Source: an optimization exercise on an open RTL-to-GDS flow (aim: small area and a short achievable clock period). Production flows keep margins and buffers that such runs may drop. No functional check of the RTL was part of any run shown here.

**design/flow/run.sh**
```bash
#!/bin/bash
# synth_recipe.tcl (not shown) runs the flow's synth.tcl, then flattens the netlist and writes it again
# the make line also repeats each setting of config.mk as NAME=value (left out here)
make -C /OpenROAD-flow-scripts/flow DESIGN_CONFIG=/design/flow/config.mk WORK_HOME=/design/flow/orfs CLKGATE_MAP_FILE= SYNTH_SCRIPT=/design/flow/synth_recipe.tcl finish
```
**design/flow/config.mk**
```make
export PLATFORM = sky130hd
export DESIGN_NAME = multiplier_16bit
export DESIGN_NICKNAME = multiplier_16bit
export VERILOG_FILES = /design/flow/design.v
export SDC_FILE = /design/flow/constraint.sdc
export NUM_CORES = 4
export LEC_CHECK = 0
export ABC_AREA = 1
export CAP_MARGIN = 20
export CORE_MARGIN = 2
export CORE_UTILIZATION = 40
export SLEW_MARGIN = 20
export SYNTH_HIERARCHICAL = 1
```
**design/flow/constraint.sdc**
```tcl
create_clock -name core_clock -period 20.0 [get_ports {clk}]
set_input_delay 4.0000 -clock core_clock [delete_from_list [all_inputs] [get_ports {clk}]]
set_output_delay 4.0000 -clock core_clock [all_outputs]
set_load 0.01 [all_outputs]
```
**design/flow/design.v**
```verilog
`timescale 1ns / 1ps
module multiplier_16bit (
    input  wire clk,
    input  wire rst,
    input  wire signed [15:0] a,
    input  wire signed [15:0] b,
    output reg  signed [31:0] product,
    output reg  signed [15:0] a_out,
    output reg  signed [15:0] b_out
);
    wire [15:0] ag = a & {16{~rst}};
    wire [31:0] accg = product & {32{~rst}};
    wire one0 = b[0] ^ 1'b0;
    wire two0 = (b[1] & ~b[0] & ~1'b0) | (~b[1] & b[0] & 1'b0);
    wire neg0 = b[1];
    wire [16:0] x0;
    assign x0[0] = ((one0 & ag[0]) | (two0 & 1'b0)) ^ neg0;
    assign x0[1] = ((one0 & ag[1]) | (two0 & ag[0])) ^ neg0;
    assign x0[2] = ((one0 & ag[2]) | (two0 & ag[1])) ^ neg0;
    assign x0[3] = ((one0 & ag[3]) | (two0 & ag[2])) ^ neg0;
    assign x0[4] = ((one0 & ag[4]) | (two0 & ag[3])) ^ neg0;
    assign x0[5] = ((one0 & ag[5]) | (two0 & ag[4])) ^ neg0;
    assign x0[6] = ((one0 & ag[6]) | (two0 & ag[5])) ^ neg0;
    assign x0[7] = ((one0 & ag[7]) | (two0 & ag[6])) ^ neg0;
    assign x0[8] = ((one0 & ag[8]) | (two0 & ag[7])) ^ neg0;
    assign x0[9] = ((one0 & ag[9]) | (two0 & ag[8])) ^ neg0;
    assign x0[10] = ((one0 & ag[10]) | (two0 & ag[9])) ^ neg0;
    assign x0[11] = ((one0 & ag[11]) | (two0 & ag[10])) ^ neg0;
    assign x0[12] = ((one0 & ag[12]) | (two0 & ag[11])) ^ neg0;
    assign x0[13] = ((one0 & ag[13]) | (two0 & ag[12])) ^ neg0;
    assign x0[14] = ((one0 & ag[14]) | (two0 & ag[13])) ^ neg0;
    assign x0[15] = ((one0 & ag[15]) | (two0 & ag[14])) ^ neg0;
    assign x0[16] = ((one0 & ag[15]) | (two0 & ag[15])) ^ neg0;
    wire one1 = b[2] ^ b[1];
    wire two1 = (b[3] & ~b[2] & ~b[1]) | (~b[3] & b[2] & b[1]);
    wire neg1 = b[3];
    wire [16:0] x1;
    assign x1[0] = ((one1 & ag[0]) | (two1 & 1'b0)) ^ neg1;
    assign x1[1] = ((one1 & ag[1]) | (two1 & ag[0])) ^ neg1;
    assign x1[2] = ((one1 & ag[2]) | (two1 & ag[1])) ^ neg1;
    assign x1[3] = ((one1 & ag[3]) | (two1 & ag[2])) ^ neg1;
    assign x1[4] = ((one1 & ag[4]) | (two1 & ag[3])) ^ neg1;
    assign x1[5] = ((one1 & ag[5]) | (two1 & ag[4])) ^ neg1;
    assign x1[6] = ((one1 & ag[6]) | (two1 & ag[5])) ^ neg1;
    assign x1[7] = ((one1 & ag[7]) | (two1 & ag[6])) ^ neg1;
    assign x1[8] = ((one1 & ag[8]) | (two1 & ag[7])) ^ neg1;
    assign x1[9] = ((one1 & ag[9]) | (two1 & ag[8])) ^ neg1;
    assign x1[10] = ((one1 & ag[10]) | (two1 & ag[9])) ^ neg1;
    assign x1[11] = ((one1 & ag[11]) | (two1 & ag[10])) ^ neg1;
    assign x1[12] = ((one1 & ag[12]) | (two1 & ag[11])) ^ neg1;
    assign x1[13] = ((one1 & ag[13]) | (two1 & ag[12])) ^ neg1;
    assign x1[14] = ((one1 & ag[14]) | (two1 & ag[13])) ^ neg1;
    assign x1[15] = ((one1 & ag[15]) | (two1 & ag[14])) ^ neg1;
    assign x1[16] = ((one1 & ag[15]) | (two1 & ag[15])) ^ neg1;
    wire one2 = b[4] ^ b[3];
    wire two2 = (b[5] & ~b[4] & ~b[3]) | (~b[5] & b[4] & b[3]);
    wire neg2 = b[5];
    wire [16:0] x2;
    assign x2[0] = ((one2 & ag[0]) | (two2 & 1'b0)) ^ neg2;
    assign x2[1] = ((one2 & ag[1]) | (two2 & ag[0])) ^ neg2;
    assign x2[2] = ((one2 & ag[2]) | (two2 & ag[1])) ^ neg2;
    assign x2[3] = ((one2 & ag[3]) | (two2 & ag[2])) ^ neg2;
    assign x2[4] = ((one2 & ag[4]) | (two2 & ag[3])) ^ neg2;
    assign x2[5] = ((one2 & ag[5]) | (two2 & ag[4])) ^ neg2;
    assign x2[6] = ((one2 & ag[6]) | (two2 & ag[5])) ^ neg2;
    assign x2[7] = ((one2 & ag[7]) | (two2 & ag[6])) ^ neg2;
    assign x2[8] = ((one2 & ag[8]) | (two2 & ag[7])) ^ neg2;
    assign x2[9] = ((one2 & ag[9]) | (two2 & ag[8])) ^ neg2;
    assign x2[10] = ((one2 & ag[10]) | (two2 & ag[9])) ^ neg2;
    assign x2[11] = ((one2 & ag[11]) | (two2 & ag[10])) ^ neg2;
    assign x2[12] = ((one2 & ag[12]) | (two2 & ag[11])) ^ neg2;
    assign x2[13] = ((one2 & ag[13]) | (two2 & ag[12])) ^ neg2;
    assign x2[14] = ((one2 & ag[14]) | (two2 & ag[13])) ^ neg2;
    assign x2[15] = ((one2 & ag[15]) | (two2 & ag[14])) ^ neg2;
    assign x2[16] = ((one2 & ag[15]) | (two2 & ag[15])) ^ neg2;
    wire one3 = b[6] ^ b[5];
    wire two3 = (b[7] & ~b[6] & ~b[5]) | (~b[7] & b[6] & b[5]);
    wire neg3 = b[7];
    wire [16:0] x3;
    assign x3[0] = ((one3 & ag[0]) | (two3 & 1'b0)) ^ neg3;
    assign x3[1] = ((one3 & ag[1]) | (two3 & ag[0])) ^ neg3;
    assign x3[2] = ((one3 & ag[2]) | (two3 & ag[1])) ^ neg3;
    assign x3[3] = ((one3 & ag[3]) | (two3 & ag[2])) ^ neg3;
    assign x3[4] = ((one3 & ag[4]) | (two3 & ag[3])) ^ neg3;
    assign x3[5] = ((one3 & ag[5]) | (two3 & ag[4])) ^ neg3;
    assign x3[6] = ((one3 & ag[6]) | (two3 & ag[5])) ^ neg3;
    assign x3[7] = ((one3 & ag[7]) | (two3 & ag[6])) ^ neg3;
    assign x3[8] = ((one3 & ag[8]) | (two3 & ag[7])) ^ neg3;
    assign x3[9] = ((one3 & ag[9]) | (two3 & ag[8])) ^ neg3;
    assign x3[10] = ((one3 & ag[10]) | (two3 & ag[9])) ^ neg3;
    assign x3[11] = ((one3 & ag[11]) | (two3 & ag[10])) ^ neg3;
    assign x3[12] = ((one3 & ag[12]) | (two3 & ag[11])) ^ neg3;
    assign x3[13] = ((one3 & ag[13]) | (two3 & ag[12])) ^ neg3;
    assign x3[14] = ((one3 & ag[14]) | (two3 & ag[13])) ^ neg3;
    assign x3[15] = ((one3 & ag[15]) | (two3 & ag[14])) ^ neg3;
    assign x3[16] = ((one3 & ag[15]) | (two3 & ag[15])) ^ neg3;
    wire one4 = b[8] ^ b[7];
    wire two4 = (b[9] & ~b[8] & ~b[7]) | (~b[9] & b[8] & b[7]);
    wire neg4 = b[9];
    wire [16:0] x4;
    assign x4[0] = ((one4 & ag[0]) | (two4 & 1'b0)) ^ neg4;
    assign x4[1] = ((one4 & ag[1]) | (two4 & ag[0])) ^ neg4;
    assign x4[2] = ((one4 & ag[2]) | (two4 & ag[1])) ^ neg4;
    assign x4[3] = ((one4 & ag[3]) | (two4 & ag[2])) ^ neg4;
    assign x4[4] = ((one4 & ag[4]) | (two4 & ag[3])) ^ neg4;
    assign x4[5] = ((one4 & ag[5]) | (two4 & ag[4])) ^ neg4;
    assign x4[6] = ((one4 & ag[6]) | (two4 & ag[5])) ^ neg4;
    assign x4[7] = ((one4 & ag[7]) | (two4 & ag[6])) ^ neg4;
    assign x4[8] = ((one4 & ag[8]) | (two4 & ag[7])) ^ neg4;
    assign x4[9] = ((one4 & ag[9]) | (two4 & ag[8])) ^ neg4;
    assign x4[10] = ((one4 & ag[10]) | (two4 & ag[9])) ^ neg4;
    assign x4[11] = ((one4 & ag[11]) | (two4 & ag[10])) ^ neg4;
    assign x4[12] = ((one4 & ag[12]) | (two4 & ag[11])) ^ neg4;
    assign x4[13] = ((one4 & ag[13]) | (two4 & ag[12])) ^ neg4;
    assign x4[14] = ((one4 & ag[14]) | (two4 & ag[13])) ^ neg4;
    assign x4[15] = ((one4 & ag[15]) | (two4 & ag[14])) ^ neg4;
    assign x4[16] = ((one4 & ag[15]) | (two4 & ag[15])) ^ neg4;
    wire one5 = b[10] ^ b[9];
    wire two5 = (b[11] & ~b[10] & ~b[9]) | (~b[11] & b[10] & b[9]);
    wire neg5 = b[11];
    wire [16:0] x5;
    assign x5[0] = ((one5 & ag[0]) | (two5 & 1'b0)) ^ neg5;
    assign x5[1] = ((one5 & ag[1]) | (two5 & ag[0])) ^ neg5;
    assign x5[2] = ((one5 & ag[2]) | (two5 & ag[1])) ^ neg5;
    assign x5[3] = ((one5 & ag[3]) | (two5 & ag[2])) ^ neg5;
    assign x5[4] = ((one5 & ag[4]) | (two5 & ag[3])) ^ neg5;
    assign x5[5] = ((one5 & ag[5]) | (two5 & ag[4])) ^ neg5;
    assign x5[6] = ((one5 & ag[6]) | (two5 & ag[5])) ^ neg5;
    assign x5[7] = ((one5 & ag[7]) | (two5 & ag[6])) ^ neg5;
    assign x5[8] = ((one5 & ag[8]) | (two5 & ag[7])) ^ neg5;
    assign x5[9] = ((one5 & ag[9]) | (two5 & ag[8])) ^ neg5;
    assign x5[10] = ((one5 & ag[10]) | (two5 & ag[9])) ^ neg5;
    assign x5[11] = ((one5 & ag[11]) | (two5 & ag[10])) ^ neg5;
    assign x5[12] = ((one5 & ag[12]) | (two5 & ag[11])) ^ neg5;
    assign x5[13] = ((one5 & ag[13]) | (two5 & ag[12])) ^ neg5;
    assign x5[14] = ((one5 & ag[14]) | (two5 & ag[13])) ^ neg5;
    assign x5[15] = ((one5 & ag[15]) | (two5 & ag[14])) ^ neg5;
    assign x5[16] = ((one5 & ag[15]) | (two5 & ag[15])) ^ neg5;
    wire one6 = b[12] ^ b[11];
    wire two6 = (b[13] & ~b[12] & ~b[11]) | (~b[13] & b[12] & b[11]);
    wire neg6 = b[13];
    wire [16:0] x6;
    assign x6[0] = ((one6 & ag[0]) | (two6 & 1'b0)) ^ neg6;
    assign x6[1] = ((one6 & ag[1]) | (two6 & ag[0])) ^ neg6;
    assign x6[2] = ((one6 & ag[2]) | (two6 & ag[1])) ^ neg6;
    assign x6[3] = ((one6 & ag[3]) | (two6 & ag[2])) ^ neg6;
    assign x6[4] = ((one6 & ag[4]) | (two6 & ag[3])) ^ neg6;
    assign x6[5] = ((one6 & ag[5]) | (two6 & ag[4])) ^ neg6;
    assign x6[6] = ((one6 & ag[6]) | (two6 & ag[5])) ^ neg6;
    assign x6[7] = ((one6 & ag[7]) | (two6 & ag[6])) ^ neg6;
    assign x6[8] = ((one6 & ag[8]) | (two6 & ag[7])) ^ neg6;
    assign x6[9] = ((one6 & ag[9]) | (two6 & ag[8])) ^ neg6;
    assign x6[10] = ((one6 & ag[10]) | (two6 & ag[9])) ^ neg6;
    assign x6[11] = ((one6 & ag[11]) | (two6 & ag[10])) ^ neg6;
    assign x6[12] = ((one6 & ag[12]) | (two6 & ag[11])) ^ neg6;
    assign x6[13] = ((one6 & ag[13]) | (two6 & ag[12])) ^ neg6;
    assign x6[14] = ((one6 & ag[14]) | (two6 & ag[13])) ^ neg6;
    assign x6[15] = ((one6 & ag[15]) | (two6 & ag[14])) ^ neg6;
    assign x6[16] = ((one6 & ag[15]) | (two6 & ag[15])) ^ neg6;
    wire one7 = b[14] ^ b[13];
    wire two7 = (b[15] & ~b[14] & ~b[13]) | (~b[15] & b[14] & b[13]);
    wire neg7 = b[15];
    wire [16:0] x7;
    assign x7[0] = ((one7 & ag[0]) | (two7 & 1'b0)) ^ neg7;
    assign x7[1] = ((one7 & ag[1]) | (two7 & ag[0])) ^ neg7;
    assign x7[2] = ((one7 & ag[2]) | (two7 & ag[1])) ^ neg7;
    assign x7[3] = ((one7 & ag[3]) | (two7 & ag[2])) ^ neg7;
    assign x7[4] = ((one7 & ag[4]) | (two7 & ag[3])) ^ neg7;
    assign x7[5] = ((one7 & ag[5]) | (two7 & ag[4])) ^ neg7;
    assign x7[6] = ((one7 & ag[6]) | (two7 & ag[5])) ^ neg7;
    assign x7[7] = ((one7 & ag[7]) | (two7 & ag[6])) ^ neg7;
    assign x7[8] = ((one7 & ag[8]) | (two7 & ag[7])) ^ neg7;
    assign x7[9] = ((one7 & ag[9]) | (two7 & ag[8])) ^ neg7;
    assign x7[10] = ((one7 & ag[10]) | (two7 & ag[9])) ^ neg7;
    assign x7[11] = ((one7 & ag[11]) | (two7 & ag[10])) ^ neg7;
    assign x7[12] = ((one7 & ag[12]) | (two7 & ag[11])) ^ neg7;
    assign x7[13] = ((one7 & ag[13]) | (two7 & ag[12])) ^ neg7;
    assign x7[14] = ((one7 & ag[14]) | (two7 & ag[13])) ^ neg7;
    assign x7[15] = ((one7 & ag[15]) | (two7 & ag[14])) ^ neg7;
    assign x7[16] = ((one7 & ag[15]) | (two7 & ag[15])) ^ neg7;
    wire s0, c1;
    fa us0 (accg[0], neg0, x0[0], s0, c1);
    wire s2, c3;
    fa us2 (accg[1], x0[1], c1, s2, c3);
    wire s4, c5;
    fa us4 (accg[2], neg1, x0[2], s4, c5);
    wire s6, c7;
    fa us6 (x1[0], s4, c3, s6, c7);
    wire s8, c9;
    fa us8 (accg[3], x0[3], x1[1], s8, c9);
    wire s10, c11;
    fa us10 (c5, s8, c7, s10, c11);
    wire s12, c13;
    fa us12 (accg[4], neg2, x0[4], s12, c13);
    wire s14, c15;
    fa us14 (x1[2], x2[0], c9, s14, c15);
    wire s16, c17;
    fa us16 (s12, s14, c11, s16, c17);
    wire s18, c19;
    fa us18 (accg[5], x0[5], x1[3], s18, c19);
    wire s20, c21;
    fa us20 (x2[1], c13, s18, s20, c21);
    wire s22, c23;
    ha us22 (c15, s20, s22, c23);
    wire s24, c25;
    fa us24 (accg[6], neg3, x0[6], s24, c25);
    wire s26, c27;
    fa us26 (x1[4], x2[2], x3[0], s26, c27);
    wire s28, c29;
    fa us28 (c19, s24, s26, s28, c29);
    wire s30, c31;
    fa us30 (c21, s28, c23, s30, c31);
    wire s32, c33;
    fa us32 (accg[7], x0[7], x1[5], s32, c33);
    wire s34, c35;
    fa us34 (x2[3], x3[1], c25, s34, c35);
    wire s36, c37;
    fa us36 (c27, s32, s34, s36, c37);
    wire s38, c39;
    fa us38 (c29, s36, c31, s38, c39);
    wire s40, c41;
    fa us40 (accg[8], neg4, x0[8], s40, c41);
    wire s42, c43;
    fa us42 (x1[6], x2[4], x3[2], s42, c43);
    wire s44, c45;
    fa us44 (x4[0], c33, s40, s44, c45);
    wire s46, c47;
    fa us46 (s42, c35, s44, s46, c47);
    wire s48, c49;
    ha us48 (c37, s46, s48, c49);
    wire s50, c51;
    fa us50 (accg[9], x0[9], x1[7], s50, c51);
    wire s52, c53;
    fa us52 (x2[5], x3[3], x4[1], s52, c53);
    wire s54, c55;
    fa us54 (c41, c43, s50, s54, c55);
    wire s56, c57;
    fa us56 (s52, c45, s54, s56, c57);
    wire s58, c59;
    ha us58 (c47, s56, s58, c59);
    wire s60, c61;
    fa us60 (accg[10], neg5, x0[10], s60, c61);
    wire s62, c63;
    fa us62 (x1[8], x2[6], x3[4], s62, c63);
    wire s64, c65;
    fa us64 (x4[2], x5[0], c51, s64, c65);
    wire s66, c67;
    fa us66 (c53, s60, s62, s66, c67);
    wire s68, c69;
    fa us68 (s64, c55, s66, s68, c69);
    wire s70, c71;
    ha us70 (c57, s68, s70, c71);
    wire s72, c73;
    fa us72 (accg[11], x0[11], x1[9], s72, c73);
    wire s74, c75;
    fa us74 (x2[7], x3[5], x4[3], s74, c75);
    wire s76, c77;
    fa us76 (x5[1], c61, c63, s76, c77);
    wire s78, c79;
    fa us78 (s72, s74, c65, s78, c79);
    wire s80, c81;
    fa us80 (s76, c67, s78, s80, c81);
    wire s82, c83;
    ha us82 (c69, c71, s82, c83);
    wire s84, c85;
    fa us84 (accg[12], neg6, x0[12], s84, c85);
    wire s86, c87;
    fa us86 (x1[10], x2[8], x3[6], s86, c87);
    wire s88, c89;
    fa us88 (x4[4], x5[2], x6[0], s88, c89);
    wire s90, c91;
    fa us90 (c73, c75, s84, s90, c91);
    wire s92, c93;
    fa us92 (s86, s88, c77, s92, c93);
    wire s94, c95;
    fa us94 (s90, c79, s92, s94, c95);
    wire s96, c97;
    ha us96 (c81, s94, s96, c97);
    wire s98, c99;
    fa us98 (accg[13], x0[13], x1[11], s98, c99);
    wire s100, c101;
    fa us100 (x2[9], x3[7], x4[5], s100, c101);
    wire s102, c103;
    fa us102 (x5[3], x6[1], c85, s102, c103);
    wire s104, c105;
    fa us104 (c87, c89, s98, s104, c105);
    wire s106, c107;
    fa us106 (s100, s102, c91, s106, c107);
    wire s108, c109;
    fa us108 (s104, c93, s106, s108, c109);
    wire s110, c111;
    ha us110 (c95, s108, s110, c111);
    wire s112, c113;
    fa us112 (accg[14], neg7, x0[14], s112, c113);
    wire s114, c115;
    fa us114 (x1[12], x2[10], x3[8], s114, c115);
    wire s116, c117;
    fa us116 (x4[6], x5[4], x6[2], s116, c117);
    wire s118, c119;
    fa us118 (x7[0], c99, c101, s118, c119);
    wire s120, c121;
    fa us120 (s112, s114, s116, s120, c121);
    wire s122, c123;
    fa us122 (c103, s118, c105, s122, c123);
    wire s124, c125;
    fa us124 (s120, c107, s122, s124, c125);
    wire s126, c127;
    ha us126 (c109, s124, s126, c127);
    wire s128, c129;
    fa us128 (accg[15], x0[15], x1[13], s128, c129);
    wire s130, c131;
    fa us130 (x2[11], x3[9], x4[7], s130, c131);
    wire s132, c133;
    fa us132 (x5[5], x6[3], x7[1], s132, c133);
    wire s134, c135;
    fa us134 (c113, c115, c117, s134, c135);
    wire s136, c137;
    fa us136 (s128, s130, s132, s136, c137);
    wire s138, c139;
    fa us138 (c119, s134, c121, s138, c139);
    wire s140, c141;
    fa us140 (s136, c123, s138, s140, c141);
    wire s142, c143;
    ha us142 (c125, s140, s142, c143);
    wire s144 = 1'b1 ^ accg[16] ^ ~x0[16];
    wire c145 = (1'b1 & accg[16]) | (1'b1 & ~x0[16]) | (accg[16] & ~x0[16]);
    wire s146, c147;
    fa us146 (x1[14], x2[12], x3[10], s146, c147);
    wire s148, c149;
    fa us148 (x4[8], x5[6], x6[4], s148, c149);
    wire s150, c151;
    fa us150 (x7[2], c129, c131, s150, c151);
    wire s152, c153;
    fa us152 (c133, s144, s146, s152, c153);
    wire s154, c155;
    fa us154 (s148, c135, s150, s154, c155);
    wire s156, c157;
    fa us156 (c137, s152, c139, s156, c157);
    wire s158, c159;
    fa us158 (s154, c141, s156, s158, c159);
    wire s160 = 1'b1 ^ accg[17] ^ x1[15];
    wire c161 = (1'b1 & accg[17]) | (1'b1 & x1[15]) | (accg[17] & x1[15]);
    wire s162, c163;
    fa us162 (x2[13], x3[11], x4[9], s162, c163);
    wire s164, c165;
    fa us164 (x5[7], x6[5], x7[3], s164, c165);
    wire s166, c167;
    fa us166 (c145, c147, c149, s166, c167);
    wire s168, c169;
    fa us168 (s160, s162, s164, s168, c169);
    wire s170, c171;
    fa us170 (c151, s166, c153, s170, c171);
    wire s172, c173;
    fa us172 (s168, c155, s170, s172, c173);
    wire s174, c175;
    ha us174 (c157, s172, s174, c175);
    wire s176, c177;
    fa us176 (accg[18], ~x1[16], x2[14], s176, c177);
    wire s178, c179;
    fa us178 (x3[12], x4[10], x5[8], s178, c179);
    wire s180, c181;
    fa us180 (x6[6], x7[4], c161, s180, c181);
    wire s182, c183;
    fa us182 (c163, c165, s176, s182, c183);
    wire s184, c185;
    fa us184 (s178, c167, s180, s184, c185);
    wire s186, c187;
    fa us186 (c169, s182, c171, s186, c187);
    wire s188, c189;
    fa us188 (s184, c173, s186, s188, c189);
    wire s190 = 1'b1 ^ accg[19] ^ x2[15];
    wire c191 = (1'b1 & accg[19]) | (1'b1 & x2[15]) | (accg[19] & x2[15]);
    wire s192, c193;
    fa us192 (x3[13], x4[11], x5[9], s192, c193);
    wire s194, c195;
    fa us194 (x6[7], x7[5], c177, s194, c195);
    wire s196, c197;
    fa us196 (c179, s190, s192, s196, c197);
    wire s198, c199;
    fa us198 (c181, s194, c183, s198, c199);
    wire s200, c201;
    fa us200 (s196, c185, s198, s200, c201);
    wire s202, c203;
    ha us202 (c187, s200, s202, c203);
    wire s204, c205;
    fa us204 (accg[20], ~x2[16], x3[14], s204, c205);
    wire s206, c207;
    fa us206 (x4[12], x5[10], x6[8], s206, c207);
    wire s208, c209;
    fa us208 (x7[6], c191, c193, s208, c209);
    wire s210, c211;
    fa us210 (s204, s206, c195, s210, c211);
    wire s212, c213;
    fa us212 (s208, c197, c199, s212, c213);
    wire s214, c215;
    fa us214 (s210, c201, s212, s214, c215);
    wire s216 = 1'b1 ^ accg[21] ^ x3[15];
    wire c217 = (1'b1 & accg[21]) | (1'b1 & x3[15]) | (accg[21] & x3[15]);
    wire s218, c219;
    fa us218 (x4[13], x5[11], x6[9], s218, c219);
    wire s220, c221;
    fa us220 (x7[7], c205, c207, s220, c221);
    wire s222, c223;
    fa us222 (s216, s218, c209, s222, c223);
    wire s224, c225;
    fa us224 (s220, c211, s222, s224, c225);
    wire s226, c227;
    ha us226 (c213, s224, s226, c227);
    wire s228, c229;
    fa us228 (accg[22], ~x3[16], x4[14], s228, c229);
    wire s230, c231;
    fa us230 (x5[12], x6[10], x7[8], s230, c231);
    wire s232, c233;
    fa us232 (c217, c219, s228, s232, c233);
    wire s234, c235;
    fa us234 (s230, c221, s232, s234, c235);
    wire s236, c237;
    fa us236 (c223, s234, c225, s236, c237);
    wire s238 = 1'b1 ^ accg[23] ^ x4[15];
    wire c239 = (1'b1 & accg[23]) | (1'b1 & x4[15]) | (accg[23] & x4[15]);
    wire s240, c241;
    fa us240 (x5[13], x6[11], x7[9], s240, c241);
    wire s242, c243;
    fa us242 (c229, c231, s238, s242, c243);
    wire s244, c245;
    fa us244 (s240, c233, s242, s244, c245);
    wire s246, c247;
    ha us246 (c235, s244, s246, c247);
    wire s248, c249;
    fa us248 (accg[24], ~x4[16], x5[14], s248, c249);
    wire s250, c251;
    fa us250 (x6[12], x7[10], c239, s250, c251);
    wire s252, c253;
    fa us252 (c241, s248, s250, s252, c253);
    wire s254, c255;
    fa us254 (c243, c245, s252, s254, c255);
    wire s256 = 1'b1 ^ accg[25] ^ x5[15];
    wire c257 = (1'b1 & accg[25]) | (1'b1 & x5[15]) | (accg[25] & x5[15]);
    wire s258, c259;
    fa us258 (x6[13], x7[11], c249, s258, c259);
    wire s260, c261;
    fa us260 (s256, c251, s258, s260, c261);
    wire s262, c263;
    ha us262 (c253, s260, s262, c263);
    wire s264, c265;
    fa us264 (accg[26], ~x5[16], x6[14], s264, c265);
    wire s266, c267;
    fa us266 (x7[12], c257, s264, s266, c267);
    wire s268, c269;
    fa us268 (c259, s266, c261, s268, c269);
    wire s270 = 1'b1 ^ accg[27] ^ x6[15];
    wire c271 = (1'b1 & accg[27]) | (1'b1 & x6[15]) | (accg[27] & x6[15]);
    wire s272, c273;
    fa us272 (x7[13], c265, s270, s272, c273);
    wire s274, c275;
    ha us274 (c267, s272, s274, c275);
    wire s276, c277;
    fa us276 (accg[28], ~x6[16], x7[14], s276, c277);
    wire s278, c279;
    fa us278 (c271, s276, c273, s278, c279);
    wire s280 = 1'b1 ^ accg[29] ^ x7[15];
    wire c281 = (1'b1 & accg[29]) | (1'b1 & x7[15]) | (accg[29] & x7[15]);
    wire s282, c283;
    fa us282 (c277, s280, c279, s282, c283);
    wire s284, c285;
    fa us284 (accg[30], ~x7[16], c281, s284, c285);
    wire s286 = 1'b1 ^ accg[31] ^ c285;
    wire c287 = (1'b1 & accg[31]) | (1'b1 & c285) | (accg[31] & c285);
    wire [31:0] r0 = {s286, s284, s282, c275, s274, c263, s262, c247, s246, c227, s226, c203, s202, c175, s174, c143, c127, c111, c97, c83, s80, c59, c49, s48, s38, s30, s22, s16, s10, s6, s2, s0};
    wire [31:0] r1 = {1'b0, c283, 1'b0, s278, c269, s268, c255, s254, c237, s236, c215, s214, c189, s188, c159, s158, s142, s126, s110, s96, s82, s70, s58, c39, 1'b0, 1'b0, c17, 1'b0, 1'b0, 1'b0, 1'b0, 1'b0};
    wire [31:0] sum;
    wire [31:0] a_cpa = r0, b_cpa = r1;
    wire [31:0] g0 = a_cpa & b_cpa;
    wire [31:0] p0 = a_cpa ^ b_cpa;
    wire G288 = g0[1] | (p0[1] & g0[0]);
    wire G289 = g0[3] | (p0[3] & g0[2]);
    wire P290 = p0[3] & p0[2];
    wire G291 = g0[5] | (p0[5] & g0[4]);
    wire P292 = p0[5] & p0[4];
    wire G293 = g0[7] | (p0[7] & g0[6]);
    wire P294 = p0[7] & p0[6];
    wire G295 = g0[9] | (p0[9] & g0[8]);
    wire P296 = p0[9] & p0[8];
    wire G297 = g0[11] | (p0[11] & g0[10]);
    wire P298 = p0[11] & p0[10];
    wire G299 = g0[13] | (p0[13] & g0[12]);
    wire P300 = p0[13] & p0[12];
    wire G301 = g0[15] | (p0[15] & g0[14]);
    wire P302 = p0[15] & p0[14];
    wire G303 = g0[17] | (p0[17] & g0[16]);
    wire P304 = p0[17] & p0[16];
    wire G305 = g0[19] | (p0[19] & g0[18]);
    wire P306 = p0[19] & p0[18];
    wire G307 = g0[21] | (p0[21] & g0[20]);
    wire P308 = p0[21] & p0[20];
    wire G309 = g0[23] | (p0[23] & g0[22]);
    wire P310 = p0[23] & p0[22];
    wire G311 = g0[25] | (p0[25] & g0[24]);
    wire P312 = p0[25] & p0[24];
    wire G313 = g0[27] | (p0[27] & g0[26]);
    wire P314 = p0[27] & p0[26];
    wire G315 = g0[29] | (p0[29] & g0[28]);
    wire P316 = p0[29] & p0[28];
    wire G317 = g0[31] | (p0[31] & g0[30]);
    wire P318 = p0[31] & p0[30];
    wire G319 = g0[2] | (p0[2] & G288);
    wire G320 = G289 | (P290 & G288);
    wire G321 = g0[6] | (p0[6] & G291);
    wire P322 = p0[6] & P292;
    wire G323 = G293 | (P294 & G291);
    wire P324 = P294 & P292;
    wire G325 = g0[10] | (p0[10] & G295);
    wire P326 = p0[10] & P296;
    wire G327 = G297 | (P298 & G295);
    wire P328 = P298 & P296;
    wire G329 = g0[14] | (p0[14] & G299);
    wire P330 = p0[14] & P300;
    wire G331 = G301 | (P302 & G299);
    wire P332 = P302 & P300;
    wire G333 = g0[18] | (p0[18] & G303);
    wire P334 = p0[18] & P304;
    wire G335 = G305 | (P306 & G303);
    wire P336 = P306 & P304;
    wire G337 = g0[22] | (p0[22] & G307);
    wire P338 = p0[22] & P308;
    wire G339 = G309 | (P310 & G307);
    wire P340 = P310 & P308;
    wire G341 = g0[26] | (p0[26] & G311);
    wire P342 = p0[26] & P312;
    wire G343 = G313 | (P314 & G311);
    wire P344 = P314 & P312;
    wire G345 = g0[30] | (p0[30] & G315);
    wire P346 = p0[30] & P316;
    wire G347 = G317 | (P318 & G315);
    wire P348 = P318 & P316;
    wire G349 = g0[4] | (p0[4] & G320);
    wire G350 = G291 | (P292 & G320);
    wire G351 = G321 | (P322 & G320);
    wire G352 = G323 | (P324 & G320);
    wire G353 = g0[12] | (p0[12] & G327);
    wire P354 = p0[12] & P328;
    wire G355 = G299 | (P300 & G327);
    wire P356 = P300 & P328;
    wire G357 = G329 | (P330 & G327);
    wire P358 = P330 & P328;
    wire G359 = G331 | (P332 & G327);
    wire P360 = P332 & P328;
    wire G361 = g0[20] | (p0[20] & G335);
    wire P362 = p0[20] & P336;
    wire G363 = G307 | (P308 & G335);
    wire P364 = P308 & P336;
    wire G365 = G337 | (P338 & G335);
    wire P366 = P338 & P336;
    wire G367 = G339 | (P340 & G335);
    wire P368 = P340 & P336;
    wire G369 = g0[28] | (p0[28] & G343);
    wire P370 = p0[28] & P344;
    wire G371 = G315 | (P316 & G343);
    wire P372 = P316 & P344;
    wire G373 = G345 | (P346 & G343);
    wire P374 = P346 & P344;
    wire G375 = G347 | (P348 & G343);
    wire P376 = P348 & P344;
    wire G377 = g0[8] | (p0[8] & G352);
    wire G378 = G295 | (P296 & G352);
    wire G379 = G325 | (P326 & G352);
    wire G380 = G327 | (P328 & G352);
    wire G381 = G353 | (P354 & G352);
    wire G382 = G355 | (P356 & G352);
    wire G383 = G357 | (P358 & G352);
    wire G384 = G359 | (P360 & G352);
    wire G385 = g0[24] | (p0[24] & G367);
    wire P386 = p0[24] & P368;
    wire G387 = G311 | (P312 & G367);
    wire P388 = P312 & P368;
    wire G389 = G341 | (P342 & G367);
    wire P390 = P342 & P368;
    wire G391 = G343 | (P344 & G367);
    wire P392 = P344 & P368;
    wire G393 = G369 | (P370 & G367);
    wire P394 = P370 & P368;
    wire G395 = G371 | (P372 & G367);
    wire P396 = P372 & P368;
    wire G397 = G373 | (P374 & G367);
    wire P398 = P374 & P368;
    wire G399 = G375 | (P376 & G367);
    wire P400 = P376 & P368;
    wire G401 = g0[16] | (p0[16] & G384);
    wire G402 = G303 | (P304 & G384);
    wire G403 = G333 | (P334 & G384);
    wire G404 = G335 | (P336 & G384);
    wire G405 = G361 | (P362 & G384);
    wire G406 = G363 | (P364 & G384);
    wire G407 = G365 | (P366 & G384);
    wire G408 = G367 | (P368 & G384);
    wire G409 = G385 | (P386 & G384);
    wire G410 = G387 | (P388 & G384);
    wire G411 = G389 | (P390 & G384);
    wire G412 = G391 | (P392 & G384);
    wire G413 = G393 | (P394 & G384);
    wire G414 = G395 | (P396 & G384);
    wire G415 = G397 | (P398 & G384);
    wire G416 = G399 | (P400 & G384);
    wire [31:0] cin = {G415, G414, G413, G412, G411, G410, G409, G408, G407, G406, G405, G404, G403, G402, G401, G384, G383, G382, G381, G380, G379, G378, G377, G352, G351, G350, G349, G320, G319, G288, g0[0], 1'b0};
    assign sum = p0 ^ cin;
    always @(posedge clk) begin
        product <= sum;
        a_out   <= ag;
        b_out   <= b & {16{~rst}};
    end
endmodule
module fa (input wire a, input wire b, input wire c, output wire s, output wire co);
    assign s  = a ^ b ^ c;
    assign co = (a & b) | (a & c) | (b & c);
endmodule
module ha (input wire a, input wire b, output wire s, output wire co);
    assign s  = a ^ b;
    assign co = a & b;
endmodule
```
==> flow_summary.json, run 1 <==
{
  "status": "complete, no violations",
  "netlist_top_cells_area": "fa_1 (29%), dfxtp_1 (15%), xor2_1 (14%)",
  "fin_setup_tns_ns": 0,
  "end_kind": "flip-flop",
  "clock_path_buffers": 2,
  "die_w_um": 148.5,
  "grt.total_usage_pct": 21.04,
  "syn_inst": 963,
  "io_buffers": 97,
  "synth_ff_type": "dfxtp_1",
  "worst-setup-path-type": "input port to flip-flop",
  "first_pass_iters": 5,
  "hold_class": "flip-flop to flip-flop",
  "setup_viol": 0,
  "cts_buffers": 9,
  "syn_to_final_growth_pct": 16.57,
  "clock_latency_ns": 0.36,
  "stdcell_area_sq_um": 9733,
  "netlist.area_leader.share_pct": 29.25,
  "grt_pass1_wl_mm": 36.35,
  "yosysTopAreaCell": "fa_1",
  "cp_common_cell": "fa_1",
  "crit_fanout": 18,
  "num_io_pins": 98,
  "fillers": 1987,
  "path_clk_slew_ns": 0.07,
  "cp_num_buf_inv": 3,
  "fin_nets": 1226,
  "wl_mm": 21.94,
  "synth_commonest_cells": "nand2_1 (135), xor2_1 (132), fa_1 (122)",
  "rsz0062_at_grt": "no",
  "dp_hpwl_mm": 16.44,
  "row_count": 52,
  "ctsResizeCount": 0,
  "crit_family": "adder cells",
  "initial_core_util_pct": 41.00,
  "die_area_sq_um": 22040,
  "finalHoldViolations": 0,
  "detail_route.wl_per_cell_um": 16.90,
  "slew_viol_final": 0,
  "slew_headroom_pct": 30.16,
  "synthDistinctLibCells": 27,
  "synth-edff-count": 0,
  "gp_congestion": 0.8680,
  "ant_nets": 0,
  "cts_hold_buf": 0,
  "period_share_pct": 48.82,
  "cp_data_arrival_time_ns": 10.01,
  "worst_slew_pin_slew_ns": 1.044,
  "overflow": 0,
  "antenna_found_initial": 0,
  "cts_setup_buffers": 0,
  "required_ns": 20.24,
  "hold_slack_ns": 0.6637,
  "placed_area_sq_um": 9385,
  "grt_start_max_net_pins": 41,
  "die_h_um": 148.5,
  "syn-num-nets": 1166,
  "max_stage_delay_ns": 1.16,
  "crit_path_cell_trace": "clkdlybuf4s50_1, inv_2, nand2_1, nand2_1, nand2_2, o22ai_1, xor2_1, fa_1, fa_1, fa_1, fa_1, ha_1, ha_1, nand2_1, nor2_1, nand3_1, nand3_2, inv_1, fa_1, xnor2_1",
  "drc": 0,
  "drive_above_1_share_pct": 6.420,
  "cts_max_level": 3,
  "grt_pass1_vias": 6634,
  "fmax_mhz": 102.4,
  "via_count": 6765,
  "cts_tree": "yes",
  "viasPerCell": 5.212,
  "clock_skew_ns": 0.01324,
  "cts_sinks": 64,
  "yosysSeqAreaShare_pct": 15.35,
  "drtIter0Drc": 502,
  "finalCriticalPeriod_ns": 9.763,
  "antenna_cells": 0,
  "ys_warn_count": 7,
  "critPathLaunchType": "input port",
  "regArea_sq_um": 1281,
  "drv_cap": 0,
  "syn_area_per_cell_sq_um": 8.670,
  "yosys_register_bits": 64,
  "multiInputGateArea_sq_um": 6292,
  "synth_area_sq_um": 8349,
  "cp_slowest_cell": "clkdlybuf4s50_1",
  "core_area_sq_um": 20360,
  "yosysMostFrequentCell": "nand2_1",
  "cts-root-buf": "clkbuf_16",
  "regToRegSetupSlack_ns": 15.68,
  "async_flop_share_pct": 0
}
-- final timing paths --
path,startpoint,to,depth (start not counted)
setup / recovery,b[1],product[17],20
hold reg to reg,product[31],product[31],4
hold / removal,product[31],product[31],4
setup reg to reg,product[14],product[17],15
-- registers in the layout (all words and copies together) (netlist names) --
name / cells
a_out: 16
b_out: 16
product: 32
-- through the flow --
step / setup WS [ns] / std cells / util (%)
6_report: 10.24 / 1298 / 47.79
5_1_grt: 9.865 / 1298 / 47.79
4_1_cts: 10.18 / 1298 / 47.82
3_5_place_dp: 9.801 / 1282 / 46.09
3_3_place_gp: 9.885 / 1282 / 46.09
2_1_floorplan: 11.49 / 963 / -
-- layer usage --
metal  part of all wire, %  track usage [%]  up-vias
met5                     0                0        -
met4                   1.4            6.238        0
met3                   7.2            3.650       23
met2                    43            30.28      249
met1                    48            32.22     3261
li1                      -                -     3232
-- tightest hold or removal path, cell delays in order (launching register included) --
cell     delay (ns)
dfxtp_1        0.33
nand2_1        0.08
xor2_1         0.11
nand2_1        0.07
nand2_1        0.04
-- cell families after synthesis --
| logic type | count (synthesis) | synth area share [%] |
|---|---|---|
| flip-flops | 64 | 15.35 |
| AND/OR/NAND/NOR | 270 | 13.77 |
| adder cells (fa/ha/maj) | 169 | 36.30 |
| AO/OA/AOI/OAI | 148 | 10.92 |
| XOR/XNOR | 137 | 14.37 |
| buffers and inverters | 175 | 9.291 |
-- cell usage in the layout, fill, tap and decap left out, drive strengths merged, types with 17 or more instances in the layout --
cell type | Yosys | final
a21oi | 17 | 17
clkdlybuf4s50 | 0 | 96
dfxtp | 64 | 64
fa | 122 | 122
ha | 47 | 47
inv | 120 | 122
nand2 | 164 | 164
nand3 | 21 | 21
nor2 | 70 | 70
o22ai | 119 | 119
xor2 | 132 | 132
-- cell type report --
class,count,share of cell area [%]
timing repair buffer,104,10.46
clock buffer,9,2.314
inverter,120,4.628
sequential,64,13.16
tap,270,3.471
multi-input combinational,724,64.65
clock inverter,7,1.311
-- Yosys stat by module, one instance, submodules excluded --
module / cell area [sq um] / times used / flip-flops and latches / cells
multiplier_16bit: 5759 / 1 / 64 / 828
fa: 20.02 / 120 / 0 / 1
ha: 12.51 / 15 / 0 / 1
==> run 2, diff against run 1 <==
==> design/flow/flow/run.sh (new file) <==
#!/bin/bash
# The standard synthesis and layout, with two changes to the layout:
#  * the port buffers are the smallest buffer cell (buffer_ports -buffer_cell) instead of
#    the delay-cell buffers buffer_ports picks by itself;
#  * repair_timing aims for extra setup slack (flow/setup_margin.txt, ns) so the resizer
#    speeds up the critical paths. The clock and I/O constraints are unchanged.
set -euo pipefail
export BUFFER_PORTS_ARGS="-buffer_cell sky130_fd_sc_hd__buf_1"
M=$(cat flow/setup_margin.txt)
if [[ "$M" != "0" ]]; then export SETUP_SLACK_MARGIN=$M; fi
S=$(cat flow/move_sequence.txt)
if [[ -n "$S" ]]; then export SETUP_MOVE_SEQUENCE=$S; fi
bash standard.sh synth > synth.log 2>&1
bash standard.sh finish > layout.log 2>&1
==> design/flow/flow/move_sequence.txt (new file) <==
unbuffer,sizeup,swap
==> design/flow/flow/setup_margin.txt (new file) <==
11.8
==> design/flow/standard.sh (new file) <==
#!/bin/bash
# synth_recipe.tcl (not shown) runs the flow's synth.tcl, then flattens the netlist and writes it again
# the make line also repeats each setting of config.mk as NAME=value (left out here)
make -C /OpenROAD-flow-scripts/flow DESIGN_CONFIG=/design/flow/config.mk WORK_HOME=/design/flow/orfs CLKGATE_MAP_FILE= SYNTH_SCRIPT=/design/flow/synth_recipe.tcl "${@:-finish}"
removed: design/flow/run.sh
==> flow_summary.json, run 2 <==
{
  "fillers": 1896,
  "overflow": 0,
  "die_h_um": 148.5,
  "finalCriticalPeriod_ns": 8.403,
  "async_flop_share_pct": 0,
  "antenna_cells": 0,
  "first_pass_iters": 5,
  "cts_buffers": 9,
  "final_common_cell": "xor2_1",
  "status": "complete, no violations",
  "end_kind": "flip-flop",
  "drc": 0,
  "die_area_sq_um": 22040,
  "yosysTopAreaCell": "fa_1",
  "cts-root-buf": "clkbuf_16",
  "grt_pass1_vias": 6976,
  "synth_top_family_by_area": "adder cells",
  "slew_headroom_pct": 70.71,
  "setup_ws_ns": 11.60,
  "fin_nets": 1228,
  "io_buffers": 97,
  "viasPerCell": 5.340,
  "synthDistinctLibCells": 27,
  "critPathLaunchType": "input port",
  "clock_skew_ns": 0.01129,
  "final_cell_mix": "xor2_1 (122), inv_1 (107), nand2_1 (103)",
  "via_count": 6942,
  "required_ns": 20.24,
  "dp_hpwl_mm": 16.66,
  "yosys.area_share.simple_pct": 13.77,
  "ys_warn_count": 7,
  "cp_data_arrival_time_ns": 8.64,
  "grt_start_max_net_pins": 41,
  "netlist_top_cells_area": "fa_1 (29%), dfxtp_1 (15%), xor2_1 (14%)",
  "synth-edff-count": 0,
  "antenna_found_initial": 0,
  "period_share_pct": 42.02,
  "yosysMostFrequentCell": "nand2_1",
  "drtIter0Drc": 387,
  "syn_inst": 963,
  "detail_route.wl_per_cell_um": 17.59,
  "num_io_pins": 98,
  "regMostFlops": "product",
  "holdPathEnd": "product[31]",
  "clock_latency_ns": 0.35,
  "initial_core_util_pct": 41.00,
  "ant_nets": 0,
  "path_clk_slew_ns": 0.07,
  "netlist.area_leader.share_pct": 29.25,
  "synthAdderAreaFrac_pct": 36.30,
  "synth_commonest_cells": "nand2_1 (135), xor2_1 (132), fa_1 (122)",
  "syn-num-nets": 1166,
  "synth_area_sq_um": 8349,
  "slew_viol_final": 0,
  "crit_fanout": 20,
  "grt_pass1_wl_mm": 37.45,
  "synth_mux_area_share_pct": 0,
  "cts_setup_buffers": 0,
  "drive_above_1_share_pct": 18.64,
  "regToRegSetupSlack_ns": 15.90,
  "die_w_um": 148.5,
  "worst_slew_pin_slew_ns": 0.4373,
  "largest_reg_flops": 32,
  "cts_hold_buf": 0,
  "cts_tree": "yes",
  "wl_mm": 22.86,
  "yosysSeqAreaShare_pct": 15.35,
  "fin_setup_tns_ns": 0,
  "drv_cap": 0,
  "hold_class": "flip-flop to flip-flop",
  "min_path_cells": 4,
  "rr_worst_depth": 15,
  "synth-xor-area-share_pct": 14.37,
  "clock_path_buffers": 2,
  "row_count": 52,
  "worst_r2r_endpoint": "product[17]",
  "gp_congestion": 0.8505,
  "setup_viol": 0,
  "core_area_sq_um": 20360,
  "finalHoldViolations": 0,
  "syn_area_per_cell_sq_um": 8.670,
  "reg.largest.list": "product x32, a_out x16, b_out x16",
  "rsz0062_at_grt": "yes",
  "r2r_start": "product[14]",
  "yosys_register_bits": 64,
  "worst-setup-path-type": "input port to flip-flop",
  "synth_compound_area_share_pct": 10.92,
  "cts_max_level": 3,
  "hold_path_startpoint": "product[31]",
  "startpoint": "b[3]",
  "cts_sinks": 64,
  "synth_ff_type": "dfxtp_1",
  "place_ws_ns": 10.48,
  "grt.total_usage_pct": 21.53,
  "syn_to_final_growth_pct": 23.96,
  "fmax_mhz": 119.0
}
run 2: cell count changes in the layout (fill, tap and decap cells not counted), moves of 18 or more:
cell and delta:
nand2_4 +26, buf_1 +95, fa_2 +24, nand2_8 +18, fa_1 -24, nand2_1 -32, o22ai_1 -18, clkdlybuf4s50_1 -96
run 2: kinds of logic (layout without fill, tap and decap cells):
group           Yosys count  after routing
compound gates          148            148
xor+xnor                137            137
fa+ha+maj               169            169
buf+inv                 175            242
flops                    64             64
simple gates            270            270
run 2: per-stage QoR:
step	area (sq um)	hold slack, ns	cells	utilization, %
4_1_cts	9891	0.6605	1300	48.57
3_3_place_gp	9075	0.6405	1284	44.56
2_1_floorplan	8752	0.6072	963	-
3_5_place_dp	9075	0.6488	1284	44.56
5_1_grt	10350	0.7050	1300	50.82
6_report	10350	0.6591	1300	50.82
run 2: cell type report:
type | count | area [sq um] | share of cell area (%)
multi-input combinational | 724 | 7358 | 71.10
sequential | 64 | 1281 | 12.38
inverter | 120 | 508.0 | 4.908
clock inverter | 7 | 105.1 | 1.015
clock buffer | 9 | 225.2 | 2.176
timing repair buffer | 106 | 534.3 | 5.162
tap | 270 | 337.8 | 3.264
run 2: how the worst max path moves through the flow:
stage	depth (start not counted)	to	slack (ns)
2_1_floorplan	22	product[17]	11.76
3_3_place_gp	19	product[16]	10.57
3_5_place_dp	19	product[16]	10.48
4_1_cts	19	product[17]	11.64
5_1_grt	20	product[27]	11.41
6_report	21	product[17]	11.60
run 2: worst max-delay path: stages:
cell     delay [ns]
buf_1          0.13
buf_12         0.21
inv_2          0.10
nand2_4        0.10
nand2_1        0.08
nand2_4        0.21
o22ai_2        0.10
xor2_1         0.17
fa_2           0.41
fa_1           0.56
fa_2           0.46
fa_2           0.56
ha_4           0.20
ha_4           0.29
nand2_4        0.05
nor2_4         0.09
nand3_2        0.09
nand3_4        0.23
inv_2          0.06
fa_1           0.37
xnor2_1        0.13
run 2: modules after synthesis (local to each module, per instance):
| module | times used | cells | cell area, sq um | flip-flops and latches |
|---|---|---|---|---|
| multiplier_16bit | 1 | 828 | 5759 | 64 |
| ha | 15 | 1 | 12.51 | 0 |
| fa | 120 | 1 | 20.02 | 0 |
run 2: per-layer routing:
metal	share of wire, %	vias up	GRT usage, %
met5	0	-	0
met4	0.99	0	4.143
met3	7.7	21	4.969
met2	45	251	32.41
met1	46	3436	31.88
li1	-	3234	-
run 2: timing repair:
item / CTS / global route
pin swaps: 29 / 50
gates resized for setup: 93 / 95
setup endpoints to repair: 24 / 16
==> run 3, diff against run 2 <==
==> design/flow/flow/move_sequence.txt (replaced) <==

==> design/flow/flow/setup_margin.txt (replaced) <==
0
==> flow_summary.json, run 3 <==
{
  "status": "complete, no violations",
  "final_util_pct": 44.57,
  "clock_path_buffers": 2,
  "final_cell_mix": "nand2_1 (135), xor2_1 (132), fa_1 (122)",
  "fmax_mhz": 107.1,
  "viasPerCell": 5.202,
  "wl_mm": 21.71,
  "row_count": 52,
  "syn-num-nets": 1166,
  "fin_nets": 1228,
  "core_area_sq_um": 20360,
  "cp_data_arrival_time_ns": 9.59,
  "reg.largest.list": "product x32, a_out x16, b_out x16",
  "io_buffers": 97,
  "cts_sinks": 64,
  "ant_nets": 0,
  "syn_to_final_growth_pct": 8.707,
  "hold_class": "flip-flop to flip-flop",
  "rsz0062_at_grt": "no",
  "cts_max_level": 3,
  "path_clk_slew_ns": 0.07,
  "worst-setup-path-type": "input port to flip-flop",
  "yosys_register_bits": 64,
  "largest_reg_flops": 32,
  "overflow": 0,
  "fillers": 2020,
  "setup_viol": 0,
  "end_kind": "flip-flop",
  "cts_buffers": 9,
  "synth_ff_type": "dfxtp_1",
  "critPathLaunchType": "input port",
  "syn_inst": 963,
  "cts_hold_buf": 0,
  "drv_cap": 0,
  "fin_setup_tns_ns": 0,
  "yosysMostFrequentCell": "nand2_1",
  "synth-edff-count": 0,
  "grt_pass1_vias": 6698,
  "dp_hpwl_mm": 16.68,
  "required_ns": 20.25,
  "synth_commonest_cells": "nand2_1 (135), xor2_1 (132), fa_1 (122)",
  "die_h_um": 148.5,
  "netlist.area_leader.share_pct": 29.25,
  "async_flop_share_pct": 0,
  "final_common_cell": "nand2_1",
  "period_share_pct": 46.69,
  "grt.total_usage_pct": 20.66,
  "grt_pass1_wl_mm": 35.86,
  "gp_congestion": 0.8766,
  "drtIter0Drc": 555,
  "slew_headroom_pct": 57.06,
  "synth_area_sq_um": 8349,
  "num_io_pins": 98,
  "drive_above_1_share_pct": 6.602,
  "grt_start_max_net_pins": 41,
  "first_pass_iters": 5,
  "worst_slew_pin_slew_ns": 0.6426,
  "antenna_cells": 0,
  "slew_viol_final": 0,
  "dp.cells": 1284,
  "ctsResizeCount": 0,
  "detail_route.wl_per_cell_um": 16.70,
  "die_area_sq_um": 22040,
  "via_count": 6763,
  "yosysTopAreaCell": "fa_1",
  "cts_setup_buffers": 0,
  "cts-root-buf": "clkbuf_16",
  "synthDistinctLibCells": 27,
  "clock_latency_ns": 0.35,
  "stdcell_count": 1300,
  "clock_skew_ns": 0.01121,
  "cts_tree": "yes",
  "yosysSeqAreaShare_pct": 15.35,
  "syn_area_per_cell_sq_um": 8.670,
  "ys_warn_count": 7,
  "drc": 0,
  "finalHoldViolations": 0,
  "hold_slack_ns": 0.6668,
  "finalCriticalPeriod_ns": 9.338,
  "antenna_found_initial": 0,
  "initial_core_util_pct": 41.00,
  "regMostFlops": "product",
  "crit_fanout": 40,
  "die_w_um": 148.5,
  "netlist_top_cells_area": "fa_1 (29%), dfxtp_1 (15%), xor2_1 (14%)"
}
run 3: cell counts after synthesis:
No cell type changed its count.
run 3: worst max-delay path, cell delays in order:
cell	delay [ns]
clkbuf_2	0.08
buf_4	0.27
inv_2	0.50
nand2_1	0.54
o22ai_1	0.34
xor2_1	0.23
fa_1	0.49
fa_1	0.39
fa_1	0.50
fa_1	0.42
ha_1	0.28
ha_1	0.32
nand2_1	0.08
nor2_1	0.14
nand3_1	0.10
nand3_2	0.25
inv_1	0.09
fa_1	0.49
inv_1	0.04
run 3: area by class of cell:
class	count	area (sq um)	share of cell area (%)
clock buffers	10	239.0	2.633
clock inverters	6	42.54	0.4687
inverters	120	450.4	4.963
multi-input cells	724	6292	69.33
flip-flops and latches	64	1281	14.12
well taps	270	337.8	3.722
repair buffers	106	432.9	4.770
run 3: path summary, 6_finish.rpt:
check | end | from | slack, ns | depth (start not counted)
hold / removal | product[31] | product[31] | 0.67 | 4
setup / recovery | product[16] | rst | 10.66 | 19
hold reg to reg | product[31] | product[31] | 0.67 | 4
setup reg to reg | product[16] | product[14] | 15.71 | 15
run 3: cells by family after synthesis:
logic type / synth area share (%)
simple gates: 13.77
buf+inv: 9.291
fa+ha+maj: 36.30
compound gates: 10.92
xor+xnor: 14.37
flops: 15.35
run 3: routing by layer:
| metal | GRT usage (%) | part of all wire (%) | vias to the layer above |
|---|---|---|---|
| li1 | - | - | 3240 |
| met1 | 30.39 | 48 | 3232 |
| met2 | 31.00 | 43 | 267 |
| met3 | 4.325 | 7.5 | 24 |
| met4 | 5.333 | 1.4 | 0 |
| met5 | 0 | 0 | - |
run 3: modules after synthesis, one instance, submodules excluded:
module / cell area (sq um) / flops+latches / cells / times used
fa: 20.02 / 0 / 1 / 120
multiplier_16bit: 5759 / 64 / 828 / 1
ha: 12.51 / 0 / 1 / 15
run 3: stage by stage:
step	worst slack, ns	cell area [sq um]
2_1_floorplan	11.49	8349
3_3_place_gp	10.37	8795
3_5_place_dp	10.29	8795
4_1_cts	10.64	9076
5_1_grt	10.24	9076
6_report	10.66	9076

## separate check: timing with driven ports
No port has a modelled driver above. Below, the same layouts with a new extraction and two added sets of constraints.
Step 1: set_driving_cell puts a clkbuf_16 on clk and a buf_2 on each other input, an assumption about the parent block.
Step 2 times the ports against the registers' clock, not the clock port: input delays grow and output delays shrink by t, the midpoint of the rising clock arrivals with the driver on.
Three values: ideal ports, drivers, drivers and shift; two values: the first two.
| run | shift t [ns] | setup slack, ns | hold WS [ns] | latest minus earliest clock arrival (ns) | pins driven straight from the clock port |
|---|---|---|---|---|---|
| run 1 | 0.392 | 10.237 / 10.242 / 9.850 | 0.664 / 0.664 / 0.664 | 0.013 / 0.013 | 1 |
| run 2 | 0.393 | 11.597 / 11.592 / 11.200 | 0.659 / 0.659 / 0.659 | 0.011 / 0.011 | 1 |
| run 3 | 0.388 | 10.662 / 10.685 / 10.297 | 0.667 / 0.667 / 0.667 | 0.011 / 0.011 | 1 |
After both steps setup and hold are still met in every run listed. The setup slack of run 2, which loses most, moves by -0.005 ns with the drivers and by -0.397 ns with both steps.
